From an optimization exercise on the open Yosys and OpenROAD flow, aimed at small area; shortcuts taken in it are not production practice. Only simulation tests tie the RTL to the original design; equivalence was not proved. The clock port is modelled as an ideal driver; clocking choices that lean on that would not hold on a real chip. Power and IR drop assume default switching activity.

## design/flow/config.mk

```make
export PLATFORM = sky130hd
export DESIGN_NAME = exercise2
export DESIGN_NICKNAME = exercise2
export VERILOG_FILES = /design/flow/design.v
export SDC_FILE = /design/flow/constraint.sdc
export NUM_CORES = 4
export LEC_CHECK = 0
export CAP_MARGIN = 20
export CORE_MARGIN = 2
export CORE_UTILIZATION = 60
export GPL_TIMING_DRIVEN = 0
export SLEW_MARGIN = 20
```

## design/flow/constraint.sdc

```tcl
create_clock -name core_clock -period 5.0 [get_ports {CLOCK_50_I}]
set_input_delay 1.0000 -clock core_clock [delete_from_list [all_inputs] [get_ports {CLOCK_50_I}]]
set_output_delay 1.0000 -clock core_clock [all_outputs]
set_load 0.01 [all_outputs]
```

## design/flow/design.v

```verilog
`timescale 1ns/100ps
`default_nettype none
module convert_hex_to_seven_segment (
	input logic [3:0] hex_value,
	output logic [6:0] converted_value
);
logic [3:0] u;
assign u = hex_value;
assign converted_value[0] = ~(u[3] | u[1]) & (u[2] ^ u[0]);                    
assign converted_value[1] = u[2] & (u[1] ^ u[0]);                               
assign converted_value[2] = ~u[2] & u[1] & ~u[0];                               
assign converted_value[3] = u[2] ? ~(u[1] ^ u[0]) : (~u[1] & u[0]);             
assign converted_value[4] = u[0] | (u[2] & ~u[1]);                              
assign converted_value[5] = ~u[3] & ((~u[2] & (u[1] | u[0])) | (u[1] & u[0]));  
assign converted_value[6] = ~u[3] & ((~u[2] & ~u[1]) | (u[2] & u[1] & u[0]));  
endmodule
module convert_tens_to_seven_segment (
	input logic [2:0] tens_value,
	output logic [6:0] converted_value
);
logic [2:0] t;
assign t = tens_value;
assign converted_value[0] = ~t[1] & (t[2] ^ t[0]);    
assign converted_value[1] = t[2] & t[0];              
assign converted_value[2] = t[1] & ~t[0];             
assign converted_value[3] = ~t[1] & (t[2] ^ t[0]);    
assign converted_value[4] = t[2] | t[0];              
assign converted_value[5] = ~t[2] & (t[1] | t[0]);    
assign converted_value[6] = ~t[2] & ~t[1];            
endmodule
`timescale 1ns/100ps
`default_nettype none
module exercise2 (
		input logic CLOCK_50_I,
		input logic[3:0] PUSH_BUTTON_I,
		input logic[17:0] SWITCH_I,
		output logic[13:0] SEVEN_SEGMENT_N_O,
		output logic[8:0] LED_GREEN_O
);
localparam logic [3:0] PEND = 4'd15;
localparam logic [15:0] LO_F = 16'd40290;    
localparam logic [5:0]  LO_RESET = 6'd34;
localparam logic [15:0] HI_F = 16'd14790;    
localparam logic [6:0]  HI_RESET = 7'd33;
logic resetn;
logic [5:0] lo;
logic [6:0] hi;
logic [3:0] deb [3:0];
logic [3:0] led_green;
logic [3:0] units;
logic [2:0] tens;
logic stop_count, direction;
logic sample_tick, event_slot, count_tick;
logic [3:0] press;
logic at59, at00, at_limit;
assign resetn = ~SWITCH_I[17];
assign sample_tick = (lo & 6'b101011) == 6'b000000;
assign event_slot  = (lo & 6'b101110) == 6'b000000;
assign count_tick  = ((lo & 6'b111010) == 6'b000000) && ((hi & 7'b1111010) == 7'b0110000);
always_ff @ (posedge CLOCK_50_I or negedge resetn) begin
	if (resetn == 1'b0) begin
		lo <= LO_RESET;
		hi <= HI_RESET;
	end else begin
		lo <= {lo[4:0], LO_F[{lo[5], lo[3], lo[1], lo[0]}]};
		if (sample_tick)
			hi <= {hi[5:0], HI_F[{hi[6], hi[4], hi[1], hi[0]}]};
	end
end
genvar gi;
generate
for (gi = 0; gi < 4; gi = gi + 1) begin : g_deb
	always_ff @ (posedge CLOCK_50_I or negedge resetn) begin
		if (resetn == 1'b0) begin
			deb[gi] <= 4'd0;
		end else if (sample_tick) begin
			if (~PUSH_BUTTON_I[gi])
				deb[gi] <= (deb[gi] == 4'd0) ? PEND : 4'd10;
			else if (deb[gi] == PEND)
				deb[gi] <= 4'd9;
			else if (deb[gi] != 4'd0)
				deb[gi] <= deb[gi] - 4'd1;
		end
	end
	assign press[gi] = event_slot && (deb[gi] == PEND);
end
endgenerate
assign at59 = (tens == 3'd5) && (units == 4'd9);
assign at00 = (tens == 3'd0) && (units == 4'd0);
assign at_limit = (at59 && !direction) || (at00 && direction);
always_ff @ (posedge CLOCK_50_I or negedge resetn) begin
	if (resetn == 1'b0) begin
		led_green <= 4'h0;
		stop_count <= 1'b0;
		direction <= 1'b0;
	end else begin
		led_green <= led_green ^ press;
		if (press[0])
			stop_count <= ~stop_count;
		else if (at_limit)
			stop_count <= 1'b1;
		if (press[0] && at_limit)
			direction <= ~direction;
		if (!(at59 || at00)) begin
			if (press[2])
				direction <= 1'b1;
			else if (press[1])
				direction <= 1'b0;
		end
	end
end
always_ff @ (posedge CLOCK_50_I or negedge resetn) begin
	if (resetn == 1'b0) begin
		units <= 4'd0;
		tens <= 3'd0;
	end else if (count_tick && !stop_count) begin
		if (!direction) begin
			if (units == 4'd9) begin
				units <= 4'd0;
				tens <= (tens == 3'd5) ? 3'd0 : tens + 3'd1;
			end else
				units <= units + 4'd1;
		end else begin
			if (units == 4'd0) begin
				units <= 4'd9;
				tens <= (tens == 3'd0) ? 3'd5 : tens - 3'd1;
			end else
				units <= units - 4'd1;
		end
	end
end
convert_hex_to_seven_segment unit0 (
	.hex_value(units),
	.converted_value(SEVEN_SEGMENT_N_O[6:0])
);
convert_tens_to_seven_segment unit1 (
	.tens_value(tens),
	.converted_value(SEVEN_SEGMENT_N_O[13:7])
);
assign LED_GREEN_O = {1'b0,
						~PUSH_BUTTON_I[3], led_green[3],
						~PUSH_BUTTON_I[2], led_green[2],
						~PUSH_BUTTON_I[1], led_green[1],
						~PUSH_BUTTON_I[0], led_green[0]};
endmodule
```

## design/flow/flow/run.sh

```bash
#!/bin/bash
# Own layout flow: the standard ORFS flow (standard.sh) with changes that
# only affect how the layout is built, not what it is measured against:
#  * synthesis is the standard one (synth_recipe.tcl: same registers, names and
#    flip-flop cells), except that adders are not pre-mapped to ha/fa cells
#    and ABC maps the combinational logic with an area script (flow/area.abc);
#  * port buffers are sky130_fd_sc_hd__buf_1;
#  * the clock: if flow/clkbufs.txt exists ("K cell"), just before CTS the
#    clock sinks are split by position into K groups, each driven by its own
#    clock buffer at the group's centroid (flow/clkbufs.tcl), and TritonCTS
#    then has nothing left to do; otherwise CTS runs with flow/cts_args.txt.
# Each tool's full output is kept in the ORFS logs and in flow_make.log.
set -euo pipefail
W=$(pwd)
F=$W/flow
cp standard.sh flow_standard_copy.log
sed -e "s|^source \$::env(SCRIPTS_DIR)/synth_preamble.tcl|&\nset abc_args [lreplace \$abc_args 1 1 $F/area.abc]|" \
    "$FLOW_HOME/scripts/synth.tcl" > "$W/own_synth_core.tcl"
sed -e "s|\$::env(SCRIPTS_DIR)/synth.tcl|$W/own_synth_core.tcl|" synth_recipe.tcl > "$W/own_synth.tcl"
grep -q "area.abc" "$W/own_synth_core.tcl"
grep -q "own_synth_core" "$W/own_synth.tcl"
export OWN_FLOW_DIR=$F
export BUFFER_PORTS_ARGS="-buffer_cell sky130_fd_sc_hd__buf_1"
if [[ -f $F/clkbufs.txt ]]; then
  export PRE_CTS_TCL=$F/clkbufs.tcl
  export CTS_ARGS="-sink_clustering_enable -repair_clock_nets -dont_use_dummy_load"
else
  export CTS_ARGS="$(cat $F/cts_args.txt)"
fi
bash standard.sh SYNTH_SCRIPT="$W/own_synth.tcl" ADDER_MAP_FILE= finish > "$W/flow_make.log" 2>&1
test -f out/final.def
```

## design/flow/flow/area.abc

```
strash
&get -n
&deepsyn -I 4 -J 50
&put
&get -n
&dch -f
&nf -a -R 1000
&put
topo
```

## design/flow/flow/clkbufs.tcl

```tcl
# Split the clock sinks into K groups by position and drive each group from
# its own clock buffer placed at the group's centroid; the clock port then
# feeds only these K buffers.
proc own_clock_buffers {K cell} {
  set block [ord::get_db_block]
  set dbu [$block getDbUnitsPerMicron]
  set sinks {}
  foreach pin [get_pins -of_objects [get_nets CLOCK_50_I]] {
    if {[get_property $pin direction] != "input"} { continue }
    set inst [[sta::sta_to_db_pin $pin] getInst]
    set b [$inst getBBox]
    lappend sinks [list [expr {([$b xMin] + [$b xMax]) / 2}] [expr {([$b yMin] + [$b yMax]) / 2}] $pin]
  }
  set n [llength $sinks]
  set xs [lsort -integer [lmap s $sinks {lindex $s 0}]]
  set ys [lsort -integer [lmap s $sinks {lindex $s 1}]]
  set axis [expr {([lindex $xs end] - [lindex $xs 0]) >= ([lindex $ys end] - [lindex $ys 0]) ? 0 : 1}]
  set sinks [lsort -integer -index $axis $sinks]
  for {set k 0} {$k < $K} {incr k} {
    set first [expr {$k * $n / $K}]
    set last [expr {($k + 1) * $n / $K - 1}]
    set grp [lrange $sinks $first $last]
    set sx 0; set sy 0; set pins {}
    foreach s $grp { incr sx [lindex $s 0]; incr sy [lindex $s 1]; lappend pins [lindex $s 2] }
    set cx [expr {double($sx) / [llength $grp] / $dbu}]
    set cy [expr {double($sy) / [llength $grp] / $dbu}]
    insert_buffer -buffer_cell $cell -net CLOCK_50_I -load_pins $pins \
      -location [list $cx $cy] -buffer_name clkbuf_own_$k -net_name clknet_own_$k
  }
}

# K and the buffer cell come from flow/clkbufs.txt
set own_clk_cfg [split [string trim [read [open $::env(OWN_FLOW_DIR)/clkbufs.txt]]]]
own_clock_buffers [lindex $own_clk_cfg 0] [lindex $own_clk_cfg 1]
```

## design/flow/flow/cts_args.txt

```
-sink_clustering_enable -repair_clock_nets -dont_use_dummy_load -root_buf sky130_fd_sc_hd__clkbuf_4 -buf_list sky130_fd_sc_hd__clkbuf_4
```

## design/flow/standard.sh

```bash
#!/bin/bash
# synth_recipe.tcl (not shown) runs the flow's synth.tcl, then flattens the netlist and writes it again
# the make line also repeats each setting of config.mk as NAME=value (left out here)
make -C /OpenROAD-flow-scripts/flow DESIGN_CONFIG=/design/flow/config.mk WORK_HOME=/design/flow/orfs CLKGATE_MAP_FILE= SYNTH_SCRIPT=/design/flow/synth_recipe.tcl "${@:-finish}"
```

==> results of run 1 <==
## registers in the layout, indices dropped and copies added, names as in the netlist
name	cells
deb	16
direction	1
hi	7
led_green	4
lo	6
stop_count	1
tens	3
units	4
## cells in the final DEF (no fill, tap or decap), types with 5 or more instances in the layout
cell,instances
nor2_1,38
dfrtp_1,38
buf_1,27
nand2_1,24
o21ai_0,16
a21oi_1,12
nor3_1,9
xor2_1,8
clkinv_1,8
and3_1,7
xnor2_1,6
nand2b_1,5
a21o_1,5
clkbuf_4,5
## stage by stage
stage                     hold WS, ps  instance area, um^2
after floorplan                   354                 1980
after global placement            364                 2140
after detailed placement          373                 2150
after CTS                         397                 2190
after global routing              428                 2190
final                             408                 2190
## power groups by stage
| stage | clock (uW) | combinational [uW] | sequential (uW) |
|---|---|---|---|
| 5_1_grt | 161 | 183 | 475 |
| 3_5_place_dp | 0 | 159 | 470 |
| 2_1_floorplan | 0 | 116 | 464 |
| 4_1_cts | 146 | 159 | 464 |
| 3_3_place_gp | 0 | 152 | 465 |
| 6_report | 140 | 158 | 464 |
## cell type report, clock buffers not listed
| cell class | instances | area (um^2) |
|---|---|---|
| tap | 44 | 55.1 |
| timing repair buffer | 28 | 109 |
| buffer | 2 | 15.0 |
| sequential | 42 | 1060 |
| inverter | 9 | 35.0 |
| multi-input combinational | 162 | 885 |
| fill | 265 | 911 |
## worst max-delay path by stage
| stage | cells after the start | slack (ps) | endpoint | start |
|---|---|---|---|---|
| finish | 5 | 2270 | SEVEN_SEGMENT_N_O[0] | units[0] |
| detailed placement | 3 | 2630 | LED_GREEN_O[7] | PUSH_BUTTON_I[3] |
| global placement | 5 | 2290 | deb[0][3] | lo[3] |
| floorplan | 3 | 2780 | SEVEN_SEGMENT_N_O[10] | tens[0] |
| CTS | 5 | 2270 | SEVEN_SEGMENT_N_O[0] | units[0] |
| global route | 5 | 2170 | SEVEN_SEGMENT_N_O[0] | units[0] |
## worst max-delay path, cell delays in order (launching register included)
cell and delay (ps):
dfrtp_1 580, nand2_1 150, nand2_1 130, o221ai_1 180
nor3_1 170, buf_1 170
## cells by family after synthesis
kind of cell	count (synthesis)	share of synthesized area, %
simple gates	100	23.3
compound gates	45	13.5
flops	42	53.2
xor+xnor	14	6.18
buf+inv	11	2.46
mux	2	1.14
other cells	1	0.189
## per-layer routing
| layer | GRT usage [%] | share of wire [%] | vias to the layer above |
|---|---|---|---|
| met4 | 8.81 | 1.9 | 0 |
| met5 | 0 | 0 | - |
| li1 | - | - | 816 |
| met3 | 5.88 | 4.3 | 8 |
| met1 | 27.4 | 45 | 756 |
| met2 | 37.1 | 48 | 35 |
==> flow_summary_export.csv, run 1 <==
group,metric,value,unit
drt,routedWlPerCell,12.5,um
drt,routed_wl,3650,um
sta,finalHoldViolations,0,
sta,worst_pin_slew,1060,ps
min_path,whs_path_depth,0,
drt,num_vias,1615,
final_layout,finish.net_count,273,
final_layout,fin_util,70.6,%
cts,cts_setup_buffers,0,
cts,ctsHoldBuffers,0,
sta,maxSlewViolCount,0,
synthesis,synth-seq-cells,42,
final_layout,layout-drive-gt1-share,5.65,%
synthesis,syn_area,1980,um^2
drt,drc,0,
synthesis,synth_top_area_share,47.9,%
cts,clock_sinks,42,
die,num_rows,20,
drt,dr.first_iter.drc_count,61,
synthesis,synth_ff_type,"dfrtp_1",
global_routing,grt_pass1_wl,6110,um
min_path,hold_path_end,"lo[3]",
power_and_ir_drop,p_sw_share,31.9,%
die,die-area,3780,um^2
synthesis,syn-mean-instance-area,9.22,um^2
cts,clk_pin_slew_worst_paths,110,ps
worst_setup_path,rr_startpoint,"lo[3]",
cts,cts_resized,0,
sta,period_share,54.5,%
die,initial_core_util,63.9,%
final_layout,fin_cells,292,
sta,clock_skew,14.7,ps
sta,slew_headroom,28.7,%
placed_design,place_hpwl,2690,um
synthesis,synth_area_leaders,"dfrtp_1, nor2_1, dfstp_2",
drt,ant_nets,0,
worst_setup_path,r2r-end,"deb[1][3]",
placed_design,pre_cts_ws,2630,ps
sta,rsz0062_at_grt,"false",
die,core,3100,um^2
power_and_ir_drop,power_frac_comb,20.7,%
cts,cts_buffers,5,
sta,fin_tns_setup,0,ps
power_and_ir_drop,p_leak,0.00103,uW
cts,clkLatencyLatePin,340,ps
worst_setup_path,reg2reg_slack,2640,ps
drt,firstDrtPassIters,4,
worst_setup_path,worstPathMaxFanout,12,
power_and_ir_drop,clockPowerShare,18.3,%
worst_setup_path,setup.worst_path.class,"reg2out",
die,die_w,61.5,um
worst_setup_path,worstSetupEndpointType,"output port",
sta,fin_crit,2730,ps
synthesis,ys_warn_count,2,
placed_design,gp_congestion,0.791,
synthesis,synth-seq-area-share,53.2,%
worst_setup_path,worstPathRequired,4000,ps
sta,max_freq,367,MHz
global_routing,grt_usage,22.2,%
power_and_ir_drop,p_total,762,uW
cts,cts_tree,"done",
power_and_ir_drop,vdd_drop_max,0.232,mV
global_routing,antenna_found_initial,0,
final_layout,antennaDiodeCount,0,
global_routing,grt_pass1_vias,1431,
die,num_io_pins,46,
worst_setup_path,start_kind,"register",
global_routing,grt_max_degree,43,
sta,finalWorstSetupSlack,2270,ps
worst_setup_path,reg2reg_depth,6,
placed_design,place_inst,287,
worst_setup_path,arrival,1730,ps
power_and_ir_drop,pwr-share-seq,61.0,%
final_layout,syn_to_final_growth,10.5,%
job,cap_violations,0,
synthesis,synth_async_sr_flop_share,100,%
placed_design,port_buffers,27,
power_and_ir_drop,power_density,347,nW/um^2
sta,setup_viol,0,
global_routing,overflow,0,
die,fp.dieH,61.5,um
synthesis,yosysUniqueCellTypes,34,
synthesis,syn_inst,215,
power_and_ir_drop,power.internal,519,uW
status,status,"no timing/DRC/antenna violations",
min_path,hp-start,"lo[2]",
min_path,hold_path.class,"reg2reg",
synthesis,yosys-top-cells-count,"dfrtp_1, nor2_1, nand2_1, o21ai_0, a21oi_1",
synthesis,yosys.area.top_type,"dfrtp_1",
power_and_ir_drop,power_switching,243,uW
synthesis,synth_edf_count,0,
drt,drt-vias-per-instance,5.53,
==> run 2: changes to the inputs <==
==> design/flow/flow/clkbufs.txt (new file) <==
4 sky130_fd_sc_hd__clkbuf_4
==> flow_summary_export.csv, run 2 <==
group,metric,value,unit
status,status,"no timing/DRC/antenna violations",
global_routing,grt_usage,20.7,%
sta,finalHoldViolations,0,
synthesis,synth_edf_count,0,
global_routing,overflow,0,
synthesis,yosysUniqueCellTypes,34,
placed_design,post_dp_cell_area,2150,um^2
drt,ant_nets,0,
final_layout,finish.net_count,272,
cts,clkLatencyLatePin,170,ps
sta,period_share,51.1,%
drt,drc,0,
sta,fin_tns_setup,0,ps
worst_setup_path,cp_top_family,"flip-flops",
global_routing,grt_pass1_vias,1450,
placed_design,port_buffers,27,
synthesis,synth_ff_type,"dfrtp_1",
final_layout,antennaDiodeCount,0,
synthesis,syn_area,1980,um^2
final_layout,layout-drive-gt1-share,5.26,%
power_and_ir_drop,vdd_drop_max,0.182,mV
min_path,hold_path.class,"reg2reg",
power_and_ir_drop,p_leak,0.00102,uW
worst_setup_path,critical-path-slowest-cell,"dfrtp_1",
cts,ctsHoldBuffers,0,
sta,setup_viol,0,
die,initial_core_util,63.9,%
sta,worst_pin_slew,1020,ps
die,core,3100,um^2
drt,routedWlPerCell,12.5,um
cts,cts_setup_buffers,0,
sta,max_freq,392,MHz
die,num_rows,20,
final_layout,final_area,2180,um^2
synthesis,synth_async_sr_flop_share,100,%
worst_setup_path,path_cells,"nand2_1 -> nand2_1 -> o221ai_1 -> nor3_1 -> buf_1",
sta,maxSlewViolCount,0,
power_and_ir_drop,power_density,341,nW/um^2
drt,num_vias,1605,
drt,drt-vias-per-instance,5.52,
worst_setup_path,reg2reg_slack,2660,ps
die,fp.dieH,61.5,um
worst_setup_path,worstPathMaxFanout,12,
worst_setup_path,critPathBufInv,1,
worst_setup_path,start_kind,"register",
synthesis,synth_area_leaders,"dfrtp_1, nor2_1, dfstp_2",
worst_setup_path,worstSetupEndpointType,"output port",
die,die-area,3780,um^2
worst_setup_path,worstPathRequired,4000,ps
sta,slew_headroom,31.4,%
placed_design,gp_congestion,0.791,
final_layout,largest_register,"deb",
final_layout,final_cell_mix,"nor2_1, dfrtp_1, buf_1, nand2_1, o21ai_0",
synthesis,syn_inst,215,
global_routing,grt_max_degree,43,
sta,fin_crit,2550,ps
global_routing,antenna_found_initial,0,
placed_design,place_hpwl,2690,um
job,cap_violations,0,
worst_setup_path,critPathMaxStageDelay,590,ps
cts,cts_resized,0,
synthesis,ys_warn_count,2,
synthesis,syn-mean-instance-area,9.22,um^2
sta,clock_skew,13.3,ps
die,num_io_pins,46,
drt,firstDrtPassIters,4,
cts,clk_pin_slew_worst_paths,110,ps
die,die_w,61.5,um
synthesis,synth_top_area_share,47.9,%
drt,dr.first_iter.drc_count,69,
worst_setup_path,arrival,1550,ps
final_layout,reg_top3,"deb (16), hi (7), lo (6)",
synthesis,yosys.area.top_type,"dfrtp_1",
final_layout,syn_to_final_growth,10.2,%
synthesis,synth-seq-area-share,53.2,%
drt,routed_wl,3640,um
worst_setup_path,cp_common_cell,"nand2_1",
worst_setup_path,setup.worst_path.class,"reg2out",
synthesis,yosys-top-cells-count,"dfrtp_1, nor2_1, nand2_1, o21ai_0, a21oi_1",
sta,rsz0062_at_grt,"false",
final_layout,largest_reg_flops,16,
global_routing,grt_pass1_wl,6100,um
synthesis,synth-seq-cells,42,
-- run 2: path summary, 6_finish.rpt --
| check | end | cells past startpoint | from |
|---|---|---|---|
| worst max register to register | deb[1][3] | 6 | lo[3] |
| min in group asynchronous | lo[3] | 2 | SWITCH_I[17] |
| worst max-delay path | SEVEN_SEGMENT_N_O[0] | 5 | units[0] |
| worst min-delay path | lo[3] | 0 | lo[2] |
| max in group asynchronous | hi[6] | 2 | SWITCH_I[17] |
| worst min register to register | lo[3] | 0 | lo[2] |
-- run 2: cell families (layout without fill, tap and decap cells) --
kind of cell,Yosys count,in the layout,synth area share [%]
AND/OR/NAND/NOR,100,100,23.3
AO/OA/AOI/OAI,45,45,13.5
flip-flops,42,42,53.2
XOR/XNOR,14,14,6.18
buffers and inverters,11,43,2.46
multiplexers,2,2,1.14
other,1,1,0.189
-- run 2: per-stage QoR --
| step | setup slack, ps | hold WS, ps | instances | total power (uW) | util, % |
|---|---|---|---|---|---|
| 2_1_floorplan | 2780 | 354 | 215 | 580 | - |
| 6_report | 2450 | 376 | 291 | 744 | 70.4 |
| 3_3_place_gp | 2290 | 364 | 286 | 617 | 69.0 |
| 3_5_place_dp | 2630 | 373 | 287 | 629 | 69.4 |
| 5_1_grt | 2360 | 411 | 291 | 798 | 70.4 |
| 4_1_cts | 2630 | 367 | 291 | 720 | 70.4 |
-- run 2: per-layer routing --
metal,track usage [%],vias to the layer above,share of wire [%]
li1,-,807,-
met1,27.4,751,46
met2,37.6,40,48
met3,1.89,7,4.2
met4,3.65,0,1.7
met5,0,-,0
-- run 2: cell type report, clock buffers not listed --
type | instances | area, um^2
buffer | 2 | 15.0
multi-input combinational | 162 | 885
timing repair buffer | 28 | 109
tap | 44 | 55.1
fill | 267 | 918
sequential | 42 | 1060
inverter | 9 | 35.0
-- run 2: power breakdown --
part / leakage [uW] / switching, uW / total [uW] / internal [uW]
Sequential: 0.000519 / 66.3 / 464 / 398
Clock: 0.0000184 / 83.5 / 122 / 38.5
Combinational: 0.000487 / 84.0 / 158 / 73.6
Total: 0.00102 / 234 / 744 / 510
==> run 3: changes to the inputs <==
--- a/design/flow/flow/run.sh
+++ b/design/flow/flow/run.sh
@@ -6,3 +6,4 @@
 #    and ABC maps the combinational logic with an area script (flow/area.abc);
-#  * port buffers are sky130_fd_sc_hd__buf_1;
+#  * port buffers are sky130_fd_sc_hd__buf_1, and buffers from synthesis are
+#    removed at floorplan (REMOVE_ABC_BUFFERS);
 #  * the clock: if flow/clkbufs.txt exists ("K cell"), just before CTS the
@@ -23,2 +24,5 @@
 export BUFFER_PORTS_ARGS="-buffer_cell sky130_fd_sc_hd__buf_1"
+# drop the buffers synthesis put between ports at floorplan, as the
+# timing-driven placement would otherwise do
+export REMOVE_ABC_BUFFERS=1
 if [[ -f $F/clkbufs.txt ]]; then
removed: design/flow/flow/clkbufs.txt
==> flow_summary_export.csv, run 3 <==
group,metric,value,unit
synthesis,synth-seq-area-share,53.2,%
final_layout,final_area,2170,um^2
cts,clkLatencyLatePin,340,ps
worst_setup_path,rr_startpoint,"hi[5]",
drt,drc,0,
sta,period_share,54.2,%
sta,holdWs,394,ps
die,die-area,3780,um^2
sta,clock_skew,19.2,ps
sta,worst_pin_slew,1030,ps
sta,setup_viol,0,
cts,cts_resized,0,
synthesis,synth_area_leaders,"dfrtp_1, nor2_1, dfstp_2",
placed_design,gp_congestion,0.828,
sta,max_freq,369,MHz
placed_design,place_hpwl,2650,um
sta,finalHoldViolations,0,
synthesis,syn-mean-instance-area,9.22,um^2
global_routing,grt_usage,22.9,%
min_path,hp-start,"lo[2]",
die,num_io_pins,46,
die,num_rows,20,
sta,fin_crit,2710,ps
drt,dr.first_iter.drc_count,114,
job,cap_violations,0,
final_layout,finish.net_count,271,
drt,routed_wl,3640,um
global_routing,grt_pass1_wl,6240,um
worst_setup_path,worstSetupEndpointType,"output port",
synthesis,syn_area,1980,um^2
final_layout,antennaDiodeCount,0,
final_layout,final_cell_mix,"nor2_1, dfrtp_1, buf_1, nand2_1, o21ai_0",
cts,cts_buffers,5,
cts,cts_setup_buffers,0,
drt,routedWlPerCell,12.6,um
cts,clock_sinks,42,
drt,drt-vias-per-instance,5.64,
sta,rsz0062_at_grt,"false",
synthesis,synth_edf_count,0,
die,die_w,61.5,um
final_layout,reg_top3,"deb (16), hi (7), lo (6)",
final_layout,fillers,269,
power_and_ir_drop,p_leak,0.00102,uW
synthesis,yosys-top-cells-count,"dfrtp_1, nor2_1, nand2_1, o21ai_0, a21oi_1",
cts,cts_tree,"done",
synthesis,synth-seq-cells,42,
die,core,3100,um^2
worst_setup_path,start_kind,"register",
worst_setup_path,worstPathMaxFanout,12,
status,status,"no timing/DRC/antenna violations",
worst_setup_path,worstPathRequired,4000,ps
worst_setup_path,crit_start,"units[0]",
cts,clk_pin_slew_worst_paths,110,ps
sta,fin_tns_setup,0,ps
placed_design,post_dp_cell_area,2140,um^2
drt,ant_nets,0,
synthesis,syn_inst,215,
synthesis,synth_async_sr_flop_share,100,%
power_and_ir_drop,vdd_drop_max,0.203,mV
drt,firstDrtPassIters,4,
synthesis,yosysUniqueCellTypes,34,
die,initial_core_util,63.9,%
final_layout,largest_register,"deb",
placed_design,port_buffers,27,
power_and_ir_drop,p_total,764,uW
drt,num_vias,1637,
final_layout,layout-drive-gt1-share,4.88,%
min_path,hold_path.class,"reg2reg",
synthesis,ys_warn_count,2,
synthesis,synth_ff_type,"dfrtp_1",
worst_setup_path,setup.worst_path.class,"reg2out",
global_routing,overflow,0,
global_routing,grt_pass1_vias,1481,
power_and_ir_drop,power_density,351,nW/um^2
final_layout,syn_to_final_growth,9.65,%
global_routing,antenna_found_initial,0,
worst_setup_path,arrival,1710,ps
sta,maxSlewViolCount,0,
die,fp.dieH,61.5,um
global_routing,grt_max_degree,43,
final_layout,largest_reg_flops,16,
synthesis,synth_top_area_share,47.9,%
sta,slew_headroom,30.5,%
synthesis,yosys.area.top_type,"dfrtp_1",
cts,ctsHoldBuffers,0,
-- run 3: cell type report, clock buffers not listed --
type / count / area, um^2 / area share (%)
flip-flops and latches: 42 / 1060 / 48.6
multi-input cells: 162 / 885 / 40.7
repair buffers: 28 / 106 / 4.89
well taps: 44 / 55.1 / 2.53
inverters: 9 / 35.0 / 1.61
-- run 3: power breakdown --
group | switching [uW] | total [uW] | internal [uW]
combinational | 83.8 | 157 | 73.1
sequential | 68.0 | 466 | 398
clock | 93.3 | 140 | 47.1
-- run 3: kinds of logic after synthesis --
kind of cell    synth area share [%]
compound gates                  13.5
xor+xnor                        6.18
buf+inv                         2.46
flops                           53.2
mux                             1.14
other cells                    0.189
simple gates                    23.3
-- run 3: per-layer routing --
| metal | share of wire (%) | track usage, % |
|---|---|---|
| met5 | 0 | 0 |
| met4 | 0.49 | 8.21 |
| met2 | 50 | 40.0 |
| met3 | 5.2 | 5.67 |
| met1 | 44 | 27.3 |
-- run 3: final timing paths --
| path | end | slack [ps] | cells past startpoint |
|---|---|---|---|
| min in group asynchronous | deb[2][2] | 720 | 2 |
| setup reg to reg | tens[1] | 2610 | 6 |
| hold reg to reg | lo[3] | 390 | 0 |
| hold / removal | lo[3] | 390 | 0 |
| max in group asynchronous | deb[1][2] | 3850 | 2 |
| setup / recovery | SEVEN_SEGMENT_N_O[0] | 2290 | 5 |
-- run 3: worst max-delay path, stage by stage, from the launching register on --
cell and delay [ps]:
dfrtp_1 580, nand2_1 150, nand2_1 140, o221ai_1 180
nor3_1 160, buf_1 170
-- run 3: metrics by stage --
step	worst slack [ps]	cells	util, %
global route	2120	290	70.1
detailed placement	2640	285	68.9
floorplan	2820	213	-
global placement	2330	284	68.5
CTS	2280	290	70.1
finish	2290	290	70.1
==> run 4: changes to the inputs <==
==> design/flow/flow/clkbufs.txt (new file) <==
4 sky130_fd_sc_hd__clkbuf_4
==> flow_summary_export.csv, run 4 <==
group,metric,value,unit
final_layout,final_cell_mix,"nor2_1, dfrtp_1, buf_1, nand2_1, o21ai_0",
synthesis,yosysUniqueCellTypes,34,
drt,routedWlPerCell,12.7,um
synthesis,synth_edf_count,0,
synthesis,synth_ff_type,"dfrtp_1",
worst_setup_path,start_kind,"register",
cts,clk_pin_slew_worst_paths,120,ps
die,initial_core_util,63.9,%
placed_design,post_dp_cell_area,2140,um^2
synthesis,syn_inst,215,
global_routing,grt_pass1_wl,6200,um
worst_setup_path,arrival,1550,ps
final_layout,reg_top3,"deb (16), hi (7), lo (6)",
sta,rsz0062_at_grt,"false",
cts,clkLatencyLatePin,170,ps
synthesis,synth_top_area_share,47.9,%
worst_setup_path,worstSetupEndpointType,"output port",
drt,firstDrtPassIters,4,
synthesis,syn_area,1980,um^2
global_routing,overflow,0,
cts,ctsHoldBuffers,0,
final_layout,largest_register,"deb",
drt,num_vias,1626,
final_layout,largest_reg_flops,16,
synthesis,synth_async_sr_flop_share,100,%
drt,drc,0,
final_layout,layout-drive-gt1-share,4.49,%
synthesis,syn-mean-instance-area,9.22,um^2
placed_design,port_buffers,27,
synthesis,yosys.area.top_type,"dfrtp_1",
die,core,3100,um^2
synthesis,synth-seq-area-share,53.2,%
die,num_io_pins,46,
die,die_w,61.5,um
sta,max_freq,392,MHz
job,cap_violations,0,
drt,route.met2.wl,1800,um
synthesis,ys_warn_count,2,
cts,cts_setup_buffers,0,
global_routing,grt_pass1_vias,1480,
sta,worst_pin_slew,1040,ps
synthesis,yosys-top-cells-count,"dfrtp_1, nor2_1, nand2_1, o21ai_0, a21oi_1",
placed_design,gp_congestion,0.828,
power_and_ir_drop,p_leak,0.00101,uW
drt,met3_wirelength,119,um
die,fp.dieH,61.5,um
power_and_ir_drop,vdd_drop_max,0.193,mV
power_and_ir_drop,power_density,347,nW/um^2
global_routing,grt_usage,21.3,%
die,die-area,3780,um^2
global_routing,grt_max_degree,43,
drt,drt-vias-per-instance,5.63,
synthesis,synth-seq-cells,42,
sta,finalHoldViolations,0,
worst_setup_path,worstPathMaxFanout,12,
placed_design,place_hpwl,2650,um
worst_setup_path,setup.worst_path.class,"reg2out",
final_layout,syn_to_final_growth,9.27,%
synthesis,synth_area_leaders,"dfrtp_1, nor2_1, dfstp_2",
die,num_rows,20,
sta,fin_crit,2550,ps
sta,fin_tns_setup,0,ps
final_layout,finish.net_count,270,
sta,maxSlewViolCount,0,
sta,period_share,51.0,%
drt,ant_nets,0,
final_layout,antennaDiodeCount,0,
drt,dr.first_iter.drc_count,120,
min_path,hold_path.class,"reg2reg",
drt,met1_length,1720,um
drt,routed_wl,3680,um
global_routing,antenna_found_initial,0,
sta,setup_viol,0,
power_and_ir_drop,p_total,751,uW
sta,clock_skew,12.4,ps
drt,highest_layer,"met4",
cts,cts_resized,0,
sta,slew_headroom,30.1,%
final_layout,final_area,2170,um^2
status,status,"no timing/DRC/antenna violations",
worst_setup_path,worstPathRequired,4000,ps
## run 4: cell counts after synthesis
No cell type changed its count.
## run 4: final timing paths
kind	slack (ps)	cells after the start	startpoint	end
worst max-delay path	2450	5	units[0]	SEVEN_SEGMENT_N_O[0]
worst min-delay path	390	0	lo[2]	lo[3]
worst max register to register	2650	6	hi[5]	tens[1]
worst min register to register	390	0	lo[2]	lo[3]
max in group asynchronous	3690	2	SWITCH_I[17]	stop_count
min in group asynchronous	880	2	SWITCH_I[17]	deb[3][2]
## run 4: logic make-up after synthesis
kind of cell | share of synthesized area, %
other | 0.189
DFF | 53.2
AOI/OAI and AO/OA | 13.5
xor gates and xnor gates | 6.18
and+or+nand+nor | 23.3
muxes | 1.14
buffers and inverters | 2.46
## run 4: through the flow
stage	setup WS (ps)	instances	util [%]	hold slack (ps)
finish	2450	289	69.8	394
global route	2290	289	69.8	400
CTS	2630	289	69.8	370
detailed placement	2640	285	68.9	371
global placement	2330	284	68.5	364
floorplan	2820	213	-	354
## run 4: critical path, stage by stage, from the launching register on
cell and delay (ps):
dfrtp_1 580, nand2_1 150, nand2_1 140, o221ai_1 180, nor3_1 160, buf_1 170
## run 4: area by class of cell, clock buffers not listed
type / count / area [um^2]
fillers: 273 / 936
repair buffers: 28 / 106
inverters: 9 / 35.0
multi-input cells: 162 / 885
well taps: 44 / 55.1
flip-flops and latches: 42 / 1060
## run 4: layer usage
metal  vias to the layer above  GRT usage, %
li1                        807             -
met1                       774          28.3
met2                        39          39.5
met3                         6         0.840
met4                         0          3.04
met5                         -             0
## run 4: power breakdown
group / switching [uW] / internal, uW / total (uW)
Sequential: 69.3 / 398 / 467
Combinational: 84.0 / 73.1 / 157
Clock: 87.8 / 38.5 / 126
Total: 241 / 510 / 751
==> run 5: changes to the inputs <==
--- a/design/flow/design.v
+++ b/design/flow/design.v
@@ -39,3 +39,2 @@
 );
-localparam logic [3:0] PEND = 4'd15;
 localparam logic [15:0] LO_F = 16'd40290;    
@@ -72,15 +71,17 @@
 for (gi = 0; gi < 4; gi = gi + 1) begin : g_deb
+	logic [3:0] q, n;
+	logic s;
+	assign q = deb[gi];
+	assign s = ~PUSH_BUTTON_I[gi];
+	assign n[0] = s | (q[0] & ~q[2] & q[3]) | (~q[0] & q[1] & ~q[3]) | (~q[0] & ~q[1] & q[2] & q[3]);
+	assign n[1] = s | q[0];
+	assign n[2] = s | q[1];
+	assign n[3] = q[2] | (s & (q[3] | q[0]));
 	always_ff @ (posedge CLOCK_50_I or negedge resetn) begin
-		if (resetn == 1'b0) begin
-			deb[gi] <= 4'd0;
-		end else if (sample_tick) begin
-			if (~PUSH_BUTTON_I[gi])
-				deb[gi] <= (deb[gi] == 4'd0) ? PEND : 4'd10;
-			else if (deb[gi] == PEND)
-				deb[gi] <= 4'd9;
-			else if (deb[gi] != 4'd0)
-				deb[gi] <= deb[gi] - 4'd1;
-		end
+		if (resetn == 1'b0)
+			deb[gi] <= 4'b0000;
+		else if (sample_tick)
+			deb[gi] <= n;
 	end
-	assign press[gi] = event_slot && (deb[gi] == PEND);
+	assign press[gi] = event_slot && (q[0] & q[2] & ~q[3]);    
 end
--- a/design/flow/config.mk
+++ b/design/flow/config.mk
@@ -7,3 +7,3 @@
 export LEC_CHECK = 0
-export CAP_MARGIN = 20
+export CAP_MARGIN = 0
 export CORE_MARGIN = 2
@@ -11,2 +11,2 @@
 export GPL_TIMING_DRIVEN = 0
-export SLEW_MARGIN = 20
+export SLEW_MARGIN = 0
==> flow_summary_export.csv, run 5 <==
group,metric,value,unit
worst_setup_path,reg2reg_slack,2300,ps
final_layout,antennaDiodeCount,0,
synthesis,syn_inst,179,
worst_setup_path,critical-path-slowest-cell,"dfstp_2",
sta,clock_skew,4.28,ps
final_layout,fillers,263,
final_layout,layout-drive-gt1-share,5.83,%
worst_setup_path,worstSetupEndpointType,"register",
synthesis,synth_top_area_share,49.0,%
final_layout,fin_cells,250,
power_and_ir_drop,p_total,585,uW
sta,rsz0062_at_grt,"false",
global_routing,grt_usage,18.4,%
sta,finalWorstSetupSlack,2300,ps
final_layout,finish.net_count,231,
sta,fin_tns_setup,0,ps
synthesis,synth_ff_type,"dfrtp_1",
min_path,hp-start,"lo[2]",
synthesis,synth_async_sr_flop_share,100,%
global_routing,overflow,0,
synthesis,yosys-top-cells-count,"dfrtp_1, nor2_1, o22a_1, o21ai_0",
min_path,hold_path.class,"reg2reg",
synthesis,synth_most_common_cell,"dfrtp_1",
min_path,hold_path_end,"lo[3]",
final_layout,reg_top3,"deb (16), hi (7), lo (6)",
synthesis,ys_warn_count,2,
sta,period_share,53.9,%
synthesis,syn-mean-instance-area,10.8,um^2
placed_design,place_inst,246,
worst_setup_path,r2r-end,"tens[2]",
die,core,3050,um^2
worst_setup_path,critPathMaxStageDelay,540,ps
synthesis,syn_area,1940,um^2
synthesis,synth_edf_count,0,
sta,slew_headroom,36.6,%
worst_setup_path,setup.worst_path.class,"reg2reg",
synthesis,synth-seq-cells,42,
sta,worst_pin_slew,942,ps
global_routing,antenna_found_initial,0,
synthesis,yosys.area.top_type,"dfrtp_1",
min_path,whs_path_depth,0,
sta,setup_viol,0,
power_and_ir_drop,vdd_drop_max,0.143,mV
sta,holdWs,385,ps
placed_design,pre_cts_ws,2340,ps
synthesis,yosysUniqueCellTypes,31,
global_routing,grt_max_degree,43,
die,num_io_pins,46,
drt,firstDrtPassIters,4,
worst_setup_path,reg2reg_depth,8,
worst_setup_path,path_cells,"clkinv_1 -> nor4_1 -> nand3_1 -> or2_0 -> nor4_1 -> nand2_1 -> or4_1 -> nand2_1",
final_layout,final_common_cell,"dfrtp_1",
worst_setup_path,worstPathMaxFanout,4,
worst_setup_path,start_kind,"register",
power_and_ir_drop,power_density,278,nW/um^2
status,status,"no timing/DRC/antenna violations",
final_layout,syn_to_final_growth,8.45,%
job,cap_violations,0,
die,die-area,3710,um^2
worst_setup_path,critPathBufInv,1,
placed_design,gp_congestion,0.743,
worst_setup_path,rr_startpoint,"hi[5]",
power_and_ir_drop,p_leak,0.000896,uW
synthesis,synth_area_leaders,"dfrtp_1, dfstp_2, o22a_1",
final_layout,final_cell_mix,"dfrtp_1, buf_1, nor2_1, o22a_1, o21ai_0",
drt,num_vias,1422,
power_and_ir_drop,clockPowerShare,20.9,%
drt,dr.first_iter.drc_count,100,
power_and_ir_drop,p_sw_share,25.1,%
global_routing,grt_pass1_vias,1244,
die,initial_core_util,63.6,%
die,die_w,60.9,um
drt,drt-vias-per-instance,5.69,
drt,ant_nets,0,
final_layout,largest_reg_flops,16,
placed_design,place_hpwl,2380,um
cts,cts_setup_buffers,0,
power_and_ir_drop,power.internal,438,uW
placed_design,port_buffers,27,
cts,clkLatencyLatePin,170,ps
drt,routedWlPerCell,13.2,um
worst_setup_path,arrival,2810,ps
worst_setup_path,cp_top_family,"simple AND/OR/NAND/NOR gates",
sta,finalHoldViolations,0,
synthesis,synth-seq-area-share,54.4,%
drt,drc,0,
global_routing,grt_pass1_wl,5400,um
cts,ctsHoldBuffers,0,
cts,cts_resized,0,
drt,routed_wl,3290,um
final_layout,multiInputGateArea,808,um^2
power_and_ir_drop,power_switching,147,uW
sta,maxSlewViolCount,0,
sta,fin_crit,2700,ps
final_layout,largest_register,"deb",
power_and_ir_drop,power_frac_comb,12.3,%
die,fp.dieH,60.9,um
cts,clk_pin_slew_worst_paths,110,ps
die,num_rows,20,
final_layout,regArea,1060,um^2
worst_setup_path,worstPathRequired,5110,ps
sta,max_freq,371,MHz
power_and_ir_drop,pwr-share-seq,66.8,%
## run 5: changes by cell type after synthesis, sizes merged, moves of 6 or more
cell / change
nor2: -24
nand2: -14
o22a: +12
and3: -6
## run 5: kinds of logic after synthesis
logic type             synth area share, %
AND/OR/NAND/NOR                       14.4
flip-flops                            54.4
buffers and inverters                 4.26
multiplexers                          2.90
XOR/XNOR                              7.22
other                                0.193
AO/OA/AOI/OAI                         16.6
## run 5: power by group through the flow
stage	Sequential [uW]	Combinational (uW)	Clock, uW
2_1_floorplan	401	42.1	0
3_3_place_gp	395	71.0	0
3_5_place_dp	397	74.1	0
4_1_cts	398	74.0	89.1
5_1_grt	395	81.7	135
6_report	391	71.7	122
## run 5: worst max path at each step
stage / slack, ps / startpoint / to / cells past startpoint
detailed placement: 2340 / hi[5] / tens[2] / 8
global placement: 350 / lo[1] / deb[0][3] / 4
floorplan: 1320 / lo[1] / deb[0][3] / 4
global route: 2150 / hi[5] / tens[2] / 8
CTS: 2270 / hi[5] / tens[2] / 8
finish: 2300 / hi[5] / tens[2] / 8
## run 5: through the flow
stage / cell area (um^2) / utilization [%]
floorplan: 1900 / -
global placement: 2050 / 67.2
detailed placement: 2070 / 68.0
CTS: 2100 / 68.9
global route: 2100 / 68.9
finish: 2100 / 68.9
## run 5: cell type report, clock buffers not listed
| type | instances | area share (%) |
|---|---|---|
| repair buffers | 29 | 5.53 |
| multi-input cells | 121 | 38.4 |
| flip-flops and latches | 42 | 50.2 |
| inverters | 10 | 1.84 |
| well taps | 44 | 2.62 |
## run 5: layer usage
layer  global-route usage, %  vias up  share of wire [%]  routed length, um
met4                    1.86        0                1.1                 36
met2                    33.0       39                 48               1590
met3                    1.28        5                3.6                117
met5                       0        -                  0                  0
met1                    25.6      690                 47               1550
li1                        -      688                  -                  -
==> run 6: changes to the inputs <==
--- a/design/flow/config.mk
+++ b/design/flow/config.mk
@@ -7,6 +7,6 @@
 export LEC_CHECK = 0
-export CAP_MARGIN = 0
+export CAP_MARGIN = 5
 export CORE_MARGIN = 2
-export CORE_UTILIZATION = 60
+export CORE_UTILIZATION = 70
 export GPL_TIMING_DRIVEN = 0
-export SLEW_MARGIN = 0
+export SLEW_MARGIN = 5
==> flow_summary_export.csv, run 6 <==
group,metric,value,unit
status,status,"no timing/DRC/antenna violations",
final_layout,largest_register,"deb",
worst_setup_path,cp_top_family,"simple AND/OR/NAND/NOR gates",
global_routing,grt_usage,21.5,%
final_layout,syn_to_final_growth,7.61,%
sta,rsz0062_at_grt,"false",
cts,cts_resized,0,
sta,fin_tns_setup,0,ps
synthesis,synth-adder-area-share,0,%
final_layout,final_cell_mix,"dfrtp_1, buf_1, nor2_1, o22a_1, o21ai_0",
drt,drc,0,
die,num_rows,19,
final_layout,largest_reg_flops,16,
sta,period_share,53.4,%
power_and_ir_drop,power_density,279,nW/um^2
synthesis,syn_area,1940,um^2
cts,clk_pin_slew_worst_paths,110,ps
synthesis,synth-simple-area-share,14.4,%
placed_design,port_buffers,27,
synthesis,syn_inst,179,
worst_setup_path,arrival,2780,ps
final_layout,finish.net_count,231,
final_layout,layout-drive-gt1-share,5.83,%
synthesis,synth-seq-area-share,54.4,%
synthesis,synth-seq-cells,42,
min_path,hold_path.class,"reg2reg",
power_and_ir_drop,p_leak,0.000896,uW
drt,routed_wl,3230,um
worst_setup_path,critPathMaxStageDelay,540,ps
final_layout,reg_top3,"deb (16), hi (7), lo (6)",
power_and_ir_drop,p_total,582,uW
sta,slew_headroom,34.2,%
cts,clkLatencyLatePin,170,ps
synthesis,synth_top_family_by_area,"compound AO/OA/AOI/OAI gates",
drt,ant_nets,0,
cts,cts_setup_buffers,0,
die,core,2690,um^2
global_routing,grt_pass1_vias,1336,
synthesis,muxShareOfSynthArea,2.90,%
synthesis,synth_area_leaders,"dfrtp_1, dfstp_2, o22a_1",
die,die-area,3210,um^2
synthesis,synth_ff_type,"dfrtp_1",
synthesis,yosysUniqueCellTypes,31,
sta,holdWs,390,ps
sta,setup_viol,0,
worst_setup_path,worstSetupEndpointType,"register",
final_layout,fillers,185,
die,num_io_pins,46,
drt,routedWlPerCell,13.6,um
synthesis,yosys-top-cells-count,"dfrtp_1, nor2_1, o22a_1, o21ai_0",
sta,max_freq,375,MHz
worst_setup_path,critical-path-slowest-cell,"dfstp_2",
synthesis,yosys.area.top_type,"dfrtp_1",
sta,worst_pin_slew,978,ps
worst_setup_path,critPathBufInv,1,
min_path,whs_path_depth,0,
final_layout,antennaDiodeCount,0,
sta,clock_skew,9.79,ps
drt,dr.first_iter.drc_count,100,
synthesis,ys_warn_count,2,
die,fp.dieH,56.7,um
sta,finalHoldViolations,0,
drt,num_vias,1384,
sta,fin_crit,2670,ps
synthesis,synth_edf_count,0,
drt,drt-vias-per-instance,5.84,
global_routing,grt_pass1_wl,5660,um
worst_setup_path,worstPathMaxFanout,4,
global_routing,grt_max_degree,43,
die,initial_core_util,72.2,%
cts,ctsHoldBuffers,0,
sta,maxSlewViolCount,0,
placed_design,place_hpwl,2380,um
synthesis,synth-compound-area-share,16.6,%
worst_setup_path,worstPathRequired,5110,ps
worst_setup_path,start_kind,"register",
synthesis,synth_most_common_cell,"dfrtp_1",
die,die_w,56.7,um
synthesis,synthXorXnorAreaFrac,7.22,%
drt,firstDrtPassIters,4,
worst_setup_path,crit_cells,8,
placed_design,gp_congestion,0.799,
final_layout,final_common_cell,"dfrtp_1",
worst_setup_path,path_cells,"clkinv_1 -> nor4_1 -> nand3_1 -> or2_0 -> nor4_1 -> nand2_1 -> or4_1 -> nand2_1",
worst_setup_path,reg2reg_depth,8,
job,cap_violations,0,
power_and_ir_drop,vdd_drop_max,0.250,mV
synthesis,synth_async_sr_flop_share,100,%
global_routing,antenna_found_initial,0,
synthesis,synth_top_area_share,49.0,%
synthesis,syn-mean-instance-area,10.8,um^2
worst_setup_path,setup.worst_path.class,"reg2reg",
global_routing,overflow,0,
## run 6: cell counts after synthesis
Identical to the previous run, type by type.
## run 6: report_power, final
group          leakage [uW]  internal (uW)  total (uW)  switching [uW]
logic              0.000385           32.8        74.2            41.3
clock network     0.0000184           38.4         116            77.9
registers          0.000493            367         392            25.2
total              0.000896            438         582             144
## run 6: worst paths after layout
path,from,end,slack (ps)
worst max-delay path,hi[5],tens[2],2330
worst min-delay path,lo[4],lo[5],390
worst max register to register,hi[5],tens[2],2330
worst min register to register,lo[4],lo[5],390
max in group asynchronous,SWITCH_I[17],direction,3690
min in group asynchronous,SWITCH_I[17],deb[1][0],870
## run 6: cells by family after synthesis
family / after synthesis
other: 1
xor gates and xnor gates: 16
and+or+nand+nor: 53
muxes: 5
DFF: 42
AOI/OAI and AO/OA: 46
buffers and inverters: 16
## run 6: final cells by class, clock buffers not listed
cell class / instances / area, um^2 / share of cell area [%]
sequential: 42 / 1060 / 50.6
multi-input combinational: 121 / 808 / 38.7
tap: 31 / 38.8 / 1.86
inverter: 10 / 38.8 / 1.86
timing repair buffer: 29 / 116 / 5.57
## run 6: worst reg2reg max path, cell delays in order (launching register included)
cell and delay, ps:
dfstp_2 540, clkinv_1 80, nor4_1 300, nand3_1 150, or2_0 290, nor4_1 500, nand2_1 180, or4_1 500
nand2_1 80
## run 6: per-stage QoR
stage | instances | util (%) | area (um^2) | setup WS [ps]
after detailed placement | 233 | 76.6 | 2060 | 2330
after global routing | 237 | 77.7 | 2090 | 2130
after CTS | 237 | 77.7 | 2090 | 2330
after floorplan | 173 | - | 1900 | 1320
after global placement | 231 | 75.8 | 2040 | 422
final | 237 | 77.7 | 2090 | 2330
## run 6: metal layers
layer,track usage [%],up-vias,routed length (um)
li1,-,683,-
met1,29.5,666,1440
met2,38.5,30,1600
met3,0.922,5,132
met4,3.74,0,63
met5,0,-,0
==> run 7: changes to the inputs <==
--- a/design/flow/config.mk
+++ b/design/flow/config.mk
@@ -7,6 +7,6 @@
 export LEC_CHECK = 0
-export CAP_MARGIN = 5
+export CAP_MARGIN = 20
 export CORE_MARGIN = 2
-export CORE_UTILIZATION = 70
+export CORE_UTILIZATION = 60
 export GPL_TIMING_DRIVEN = 0
-export SLEW_MARGIN = 5
+export SLEW_MARGIN = 20
==> flow_summary_export.csv, run 7 <==
group,metric,value,unit
status,status,"no timing/DRC/antenna violations",
sta,finalHoldViolations,0,
worst_setup_path,critical-path-slowest-cell,"dfstp_2",
synthesis,synth_most_common_cell,"dfrtp_1",
drt,highest_layer,"met4",
drt,num_vias,1398,
sta,setup_viol,0,
sta,period_share,51.9,%
final_layout,syn_to_final_growth,8.45,%
drt,firstDrtPassIters,4,
synthesis,yosys-top-cells-count,"dfrtp_1, nor2_1, o22a_1, o21ai_0",
synthesis,yosys.area.top_type,"dfrtp_1",
final_layout,finish.net_count,232,
sta,clock_skew,9.69,ps
final_layout,final_common_cell,"dfrtp_1",
die,die-area,3710,um^2
sta,slew_headroom,42.5,%
min_path,hold_path.class,"reg2reg",
synthesis,ys_warn_count,2,
sta,fin_tns_setup,0,ps
cts,cts_resized,0,
final_layout,multiInputGateArea,808,um^2
final_layout,regArea,1060,um^2
final_layout,fillers,273,
worst_setup_path,worstSetupEndpointType,"register",
drt,routed_wl,3190,um
placed_design,place_hpwl,2360,um
worst_setup_path,critPathBufInv,1,
die,die_w,60.9,um
final_layout,largest_reg_flops,16,
sta,maxSlewViolCount,0,
final_layout,reg_top3,"deb (16), hi (7), lo (6)",
worst_setup_path,worstPathMaxFanout,4,
synthesis,synth_edf_count,0,
power_and_ir_drop,p_leak,0.000894,uW
worst_setup_path,setup.worst_path.class,"reg2reg",
sta,fin_crit,2600,ps
synthesis,synth-seq-area-share,54.4,%
die,core,3050,um^2
power_and_ir_drop,vdd_drop_max,0.154,mV
final_layout,antennaDiodeCount,0,
synthesis,syn-mean-instance-area,10.8,um^2
worst_setup_path,arrival,2720,ps
synthesis,syn_inst,179,
die,num_rows,20,
synthesis,synth-seq-cells,42,
sta,rsz0062_at_grt,"false",
final_layout,fin_cells,251,
synthesis,yosysUniqueCellTypes,31,
die,initial_core_util,63.6,%
synthesis,syn_area,1940,um^2
drt,drc,0,
job,cap_violations,0,
global_routing,grt_usage,18.1,%
synthesis,synth_async_sr_flop_share,100,%
drt,met1_length,1500,um
placed_design,place_inst,247,
drt,drt-vias-per-instance,5.57,
global_routing,grt_pass1_wl,5300,um
global_routing,antenna_found_initial,0,
die,fp.dieH,60.9,um
worst_setup_path,start_kind,"register",
die,num_io_pins,46,
final_layout,final_cell_mix,"dfrtp_1, buf_1, nor2_1, o22a_1, o21ai_0",
placed_design,gp_congestion,0.743,
worst_setup_path,worstPathRequired,5120,ps
final_layout,largest_register,"deb",
drt,met3_wirelength,94,um
cts,clkLatencyLatePin,170,ps
synthesis,synth_area_leaders,"dfrtp_1, dfstp_2, o22a_1",
worst_setup_path,reg2reg_slack,2400,ps
global_routing,grt_max_degree,43,
drt,ant_nets,0,
global_routing,overflow,0,
worst_setup_path,path_cells,"clkinv_1 -> nor4_1 -> nand3_1 -> or2_0 -> nor4_1 -> nand2_1 -> or4_1 -> nand2_1",
sta,worst_pin_slew,854,ps
power_and_ir_drop,power_density,277,nW/um^2
worst_setup_path,cp_top_family,"simple AND/OR/NAND/NOR gates",
worst_setup_path,critPathMaxStageDelay,540,ps
sta,max_freq,385,MHz
global_routing,grt_pass1_vias,1255,
drt,dr.first_iter.drc_count,100,
synthesis,synth_top_area_share,49.0,%
cts,clk_pin_slew_worst_paths,110,ps
synthesis,synth_ff_type,"dfrtp_1",
cts,ctsHoldBuffers,0,
final_layout,layout-drive-gt1-share,6.28,%
drt,routedWlPerCell,12.7,um
placed_design,port_buffers,27,
cts,cts_setup_buffers,0,
drt,route.met2.wl,1550,um
[run 7: routing by layer]
layer,track usage (%),vias to the layer above
met2,31.8,26
met4,2.80,0
met3,1.28,4
met1,25.5,679
li1,-,689
met5,0,-
[run 7: final cells by class, clock buffers not listed]
| class | count | area share [%] |
|---|---|---|
| tap | 44 | 2.62 |
| multi-input combinational | 121 | 38.4 |
| sequential | 42 | 50.2 |
| inverter | 10 | 1.84 |
| timing repair buffer | 30 | 5.53 |
[run 7: cells by family (layout without fill, tap and decap cells)]
kind of cell / count (synthesis) / in the layout / share of synthesized area (%)
DFF: 42 / 42 / 54.4
buffers and inverters: 16 / 44 / 4.26
other: 1 / 1 / 0.193
xor gates and xnor gates: 16 / 16 / 7.22
muxes: 5 / 5 / 2.90
and+or+nand+nor: 53 / 53 / 14.4
AOI/OAI and AO/OA: 46 / 46 / 16.6
[run 7: power breakdown]
| group | leakage [uW] | switching (uW) | internal [uW] |
|---|---|---|---|
| Sequential | 0.000493 | 23.9 | 367 |
| Combinational | 0.000383 | 38.2 | 32.8 |
| Clock | 0.0000184 | 83.5 | 38.5 |
[run 7: worst paths after layout]
path / endpoint / startpoint / depth (start not counted)
setup / recovery: tens[2] / hi[5] / 8
hold / removal: lo[3] / lo[2] / 0
setup reg to reg: tens[2] / hi[5] / 8
hold reg to reg: lo[3] / lo[2] / 0
max in group asynchronous: deb[3][3] / SWITCH_I[17] / 2
min in group asynchronous: deb[1][0] / SWITCH_I[17] / 2
[run 7: stage by stage]
stage	utilization [%]	hold WS, ps	area, um^2	total power, uW	setup slack (ps)
2_1_floorplan	-	354	1900	443	1320
3_3_place_gp	67.2	361	2050	466	353
3_5_place_dp	68.0	362	2070	470	2340
4_1_cts	68.9	362	2100	560	2340
5_1_grt	68.9	395	2100	613	2230
6_report	68.9	384	2100	583	2400
==> run 8: changes to the inputs <==
--- a/design/flow/flow/run.sh
+++ b/design/flow/flow/run.sh
@@ -5,3 +5,6 @@
 #    flip-flop cells), except that adders are not pre-mapped to ha/fa cells
-#    and ABC maps the combinational logic with an area script (flow/area.abc);
+#    and ABC maps the combinational logic with an area script.  Each script
+#    in flow/abc/ is tried (in parallel, in scratch copies of the ORFS work
+#    folder) and the one giving the smallest synthesised area is used for the
+#    real run;
 #  * port buffers are sky130_fd_sc_hd__buf_1, and buffers from synthesis are
@@ -12,3 +15,3 @@
 #    then has nothing left to do; otherwise CTS runs with flow/cts_args.txt.
-# Each tool's full output is kept in the ORFS logs and in flow_make.log.
+# Each tool's full output is kept in the ORFS logs and in the *.log files here.
 set -euo pipefail
@@ -17,7 +20,2 @@
 cp standard.sh flow_standard_copy.log
-sed -e "s|^source \$::env(SCRIPTS_DIR)/synth_preamble.tcl|&\nset abc_args [lreplace \$abc_args 1 1 $F/area.abc]|" \
-    "$FLOW_HOME/scripts/synth.tcl" > "$W/own_synth_core.tcl"
-sed -e "s|\$::env(SCRIPTS_DIR)/synth.tcl|$W/own_synth_core.tcl|" synth_recipe.tcl > "$W/own_synth.tcl"
-grep -q "area.abc" "$W/own_synth_core.tcl"
-grep -q "own_synth_core" "$W/own_synth.tcl"
 export OWN_FLOW_DIR=$F
@@ -33,3 +31,38 @@
 fi
-bash standard.sh SYNTH_SCRIPT="$W/own_synth.tcl" ADDER_MAP_FILE= finish > "$W/flow_make.log" 2>&1
+
+# synthesis scripts: synth_recipe.tcl with ORFS's synth.tcl replaced by a copy
+# whose ABC step uses the given script
+make_synth() {  # name abc-script
+  sed -e "s|^source \$::env(SCRIPTS_DIR)/synth_preamble.tcl|&\nset abc_args [lreplace \$abc_args 1 1 $2]|" \
+      "$FLOW_HOME/scripts/synth.tcl" > "$W/own_synth_core_$1.tcl"
+  sed -e "s|\$::env(SCRIPTS_DIR)/synth.tcl|$W/own_synth_core_$1.tcl|" synth_recipe.tcl > "$W/own_synth_$1.tcl"
+  grep -q "$2" "$W/own_synth_core_$1.tcl"
+  grep -q "own_synth_core_$1" "$W/own_synth_$1.tcl"
+}
+
+names=()
+for s in "$F"/abc/*.abc; do
+  n=$(basename "$s" .abc)
+  names+=("$n")
+  make_synth "$n" "$s"
+  sed -e "s|$W/orfs|$W/try_$n|g" standard.sh > "$W/try_$n.sh"
+  grep -q "try_$n" "$W/try_$n.sh"
+  bash "$W/try_$n.sh" SYNTH_SCRIPT="$W/own_synth_$n.tcl" ADDER_MAP_FILE= synth > "$W/try_$n.log" 2>&1 &
+done
+wait
+best=""
+best_area=""
+for n in "${names[@]}"; do
+  st=$(find "$W/try_$n" -name synth_stat.txt | head -1)
+  a=$(grep -m1 "Chip area for module" "$st" | awk '{print $NF}' || true)
+  echo "$n $a" >> "$W/synth_choice.log"
+  cp "$(find "$W/try_$n" -name 1_2_yosys.log | head -1)" "$W/try_${n}_yosys.log" || true
+  if [[ -n "$a" ]] && { [[ -z "$best_area" ]] || awk -v a="$a" -v b="$best_area" 'BEGIN{exit !(a < b)}'; }; then
+    best=$n; best_area=$a
+  fi
+done
+echo "chosen $best $best_area" >> "$W/synth_choice.log"
+rm -rf "$W"/try_*/
+test -n "$best"
+bash standard.sh SYNTH_SCRIPT="$W/own_synth_$best.tcl" ADDER_MAP_FILE= finish > "$W/flow_make.log" 2>&1
 test -f out/final.def
==> design/flow/flow/abc/a1_base.abc (new file) <==
strash
&get -n
&deepsyn -I 4 -J 50
&put
&get -n
&dch -f
&nf -a -R 1000
&put
topo
==> design/flow/flow/abc/a2_ds2.abc (new file) <==
strash
&get -n
&deepsyn -I 10 -J 200 -S 2
&put
&get -n
&dch -f
&nf -a -R 1000
&put
topo
==> design/flow/flow/abc/a3_mapa.abc (new file) <==
strash
&get -n
&deepsyn -I 4 -J 50
&put
dch -f
map -a
topo
==> design/flow/flow/abc/a4_nfE.abc (new file) <==
strash
&get -n
&deepsyn -I 4 -J 50
&put
&get -n
&dch -f
&nf -a -R 1000 -E 10
&put
topo
==> design/flow/flow/abc/a5_nfp.abc (new file) <==
strash
&get -n
&deepsyn -I 4 -J 50
&put
&get -n
&dch -f
&nf -p -a -R 1000
&put
topo
removed: design/flow/flow/area.abc
removed: design/flow/flow/cts_args.txt
==> flow_summary_export.csv, run 8 <==
group,metric,value,unit
status,status,"no timing/DRC/antenna violations",
global_routing,antenna_found_initial,0,
worst_setup_path,setup.worst_path.class,"reg2out",
synthesis,yosys.area.top_type,"dfrtp_1",
worst_setup_path,arrival,1560,ps
die,die-area,3700,um^2
sta,worst_pin_slew,688,ps
placed_design,place_inst,251,
worst_setup_path,worstPathRequired,4000,ps
global_routing,grt-busiest-layer,"met2",
cts,cts_resized,0,
final_layout,fin_util,68.9,%
global_routing,grt_usage,18.7,%
drt,firstDrtPassIters,4,
drt,drc,0,
drt,dr.first_iter.drc_count,81,
worst_setup_path,critical-path-slowest-cell,"dfrtp_1",
placed_design,place_hpwl,2420,um
sta,clock_skew,12.1,ps
global_routing,grt_max_degree,43,
final_layout,antennaDiodeCount,0,
synthesis,synth_ff_type,"dfrtp_1",
worst_setup_path,path_cells,"xnor2_1 -> a22o_1 -> nor3b_1 -> buf_1",
synthesis,synth_edf_count,0,
final_layout,reg_top3,"deb (16), hi (7), lo (6)",
global_routing,grt_pass1_wl,5460,um
cts,clk_pin_slew_worst_paths,110,ps
worst_setup_path,critPathMaxStageDelay,550,ps
synthesis,synth-seq-area-share,54.5,%
drt,ant_nets,0,
synthesis,synth_top_area_share,49.1,%
die,initial_core_util,63.4,%
sta,max_freq,390,MHz
synthesis,syn_inst,183,
sta,slew_headroom,54.1,%
drt,drt-vias-per-instance,5.49,
final_layout,syn_to_final_growth,8.59,%
final_layout,largest_reg_flops,16,
final_layout,fin_cells,255,
worst_setup_path,start_kind,"register",
drt,routedWlPerCell,13.1,um
synthesis,synth_most_common_cell,"dfrtp_1",
power_and_ir_drop,vdd_drop_max,0.183,mV
global_routing,met1_usage,27.6,%
sta,finalHoldViolations,0,
die,fp.dieH,60.8,um
worst_setup_path,worstPathMaxFanout,12,
job,cap_violations,0,
die,num_io_pins,46,
sta,rsz0062_at_grt,"false",
final_layout,layout-drive-gt1-share,6.16,%
cts,ctsHoldBuffers,0,
die,core,3050,um^2
power_and_ir_drop,p_leak,0.000895,uW
sta,fin_tns_setup,0,ps
final_layout,final_common_cell,"dfrtp_1",
global_routing,overflow,0,
drt,num_vias,1401,
synthesis,synth-seq-cells,42,
synthesis,yosys-top-cells-count,"dfrtp_1, clkinv_1, nand2_1, nor2_1, o21ai_0",
synthesis,yosysUniqueCellTypes,32,
global_routing,use_met2,32.4,%
sta,setup_viol,0,
final_layout,finish.net_count,236,
cts,cts_setup_buffers,0,
synthesis,synth_async_sr_flop_share,100,%
cts,clkLatencyLatePin,170,ps
sta,period_share,51.2,%
synthesis,synth_area_leaders,"dfrtp_1, dfstp_2, o22a_1",
min_path,hold_path.class,"reg2reg",
sta,fin_crit,2560,ps
synthesis,ys_warn_count,2,
synthesis,syn-mean-instance-area,10.6,um^2
global_routing,grt_util_met3,0.853,%
die,die_w,60.8,um
worst_setup_path,worstSetupEndpointType,"output port",
placed_design,port_buffers,27,
die,num_rows,20,
final_layout,fillers,268,
power_and_ir_drop,power_density,276,nW/um^2
final_layout,largest_register,"deb",
sta,maxSlewViolCount,0,
synthesis,syn_area,1940,um^2
final_layout,final_cell_mix,"dfrtp_1, buf_1",
drt,routed_wl,3330,um
global_routing,grt_pass1_vias,1243,
placed_design,gp_congestion,0.748,
run 8: changes by cell type after synthesis, moves of 3 or more:
cell / previous run / this run
a21oi_1: 7 / 12
nor2b_1: 5 / 1
o31ai_1: 4 / 1
clkinv_1: 10 / 14
nand2_1: 10 / 13
run 8: path summary, 6_finish.rpt:
check / start / endpoint / slack (ps) / depth (start not counted)
worst max-delay path: units[0] / SEVEN_SEGMENT_N_O[0] / 2440 / 4
worst min-delay path: lo[2] / lo[3] / 380 / 0
worst max register to register: hi[5] / tens[1] / 2550 / 6
worst min register to register: lo[2] / lo[3] / 380 / 0
max in group asynchronous: SWITCH_I[17] / hi[6] / 3700 / 2
min in group asynchronous: SWITCH_I[17] / deb[3][1] / 870 / 2
run 8: metrics by stage:
| step | setup WS (ps) | cell area (um^2) | hold slack [ps] | total power [uW] |
|---|---|---|---|---|
| after CTS | 2590 | 2100 | 368 | 553 |
| after detailed placement | 2590 | 2070 | 369 | 463 |
| after floorplan | 1270 | 1890 | 354 | 436 |
| after global routing | 2280 | 2100 | 396 | 608 |
| after global placement | 245 | 2050 | 361 | 459 |
| final | 2440 | 2100 | 379 | 581 |
run 8: power by group:
group	switching [uW]	internal, uW
Combinational	36.2	28.0
Sequential	25.6	367
Clock	86.3	38.5
Total	148	433
run 8: worst max-delay path: cells and delay by family, from the launching register on:
| kind | cells | cell delay (ps) |
|---|---|---|
| and+or+nand+nor | 1 | 180 |
| buffers and inverters | 1 | 170 |
| DFF | 1 | 550 |
| xor gates and xnor gates | 1 | 310 |
| AOI/OAI and AO/OA | 1 | 180 |
run 8: final cells by class, clock buffers not listed:
type / instances / area (um^2) / share of cell area (%)
tap: 44 / 55.1 / 2.62
timing repair buffer: 30 / 119 / 5.65
sequential: 42 / 1060 / 50.2
multi-input combinational: 121 / 790 / 37.5
inverter: 14 / 53.8 / 2.56
run 8: layer usage:
metal / wire length [um] / vias up
met4: 10 / 0
met2: 1580 / 22
met1: 1650 / 681
li1: - / 696
met5: 0 / -
met3: 89 / 2
run 8: kinds of logic after synthesis:
group	synth area share, %
compound gates	16.8
xor+xnor	7.23
buf+inv	5.04
flops	54.5
mux	3.42
other cells	0.194
simple gates	12.8

[what the ideal ports hide]
The flow's constraints put no driver on any port. The routed layouts listed below were extracted and timed again, unchanged, in two steps.
Step 1 (the two cells are an assumption about what drives the block):
set clk [get_ports {CLOCK_50_I}]
set_driving_cell -lib_cell sky130_fd_sc_hd__clkbuf_16 $clk
set_driving_cell -lib_cell sky130_fd_sc_hd__buf_2 [delete_from_list [all_inputs] $clk]
Step 2, shift: input delay + t, output delay - t, t = (earliest + latest rising clock arrival at the registers) / 2. This alone moves slack from input paths to output paths.
Three values: no drivers, after step 1, after step 2; two values: the first two.
run	t, ns	slack for setup (ns)	clock arrival spread, ns	worst slew at a driven data input, ns	pins driven straight from the clock port
run 1	0.357	2.274 / 2.252 / 2.610	0.015 / 0.015	0.03	1
run 2	0.204	2.446 / 2.405 / 2.609	0.014 / 0.013	0.03	4
run 3	0.353	2.290 / 2.267 / 2.608	0.019 / 0.019	0.03	1
run 4	0.208	2.449 / 2.409 / 2.614	0.012 / 0.013	0.03	4
run 5	0.205	2.305 / 2.305 / 2.305	0.004 / 0.004	0.03	4
run 6	0.201	2.332 / 2.332 / 2.332	0.010 / 0.010	0.04	4
run 7	0.206	2.403 / 2.403 / 2.403	0.010 / 0.009	0.03	4
run 8	0.203	2.439 / 2.403 / 2.549	0.012 / 0.013	0.03	4
After both steps every run listed still meets setup and hold.
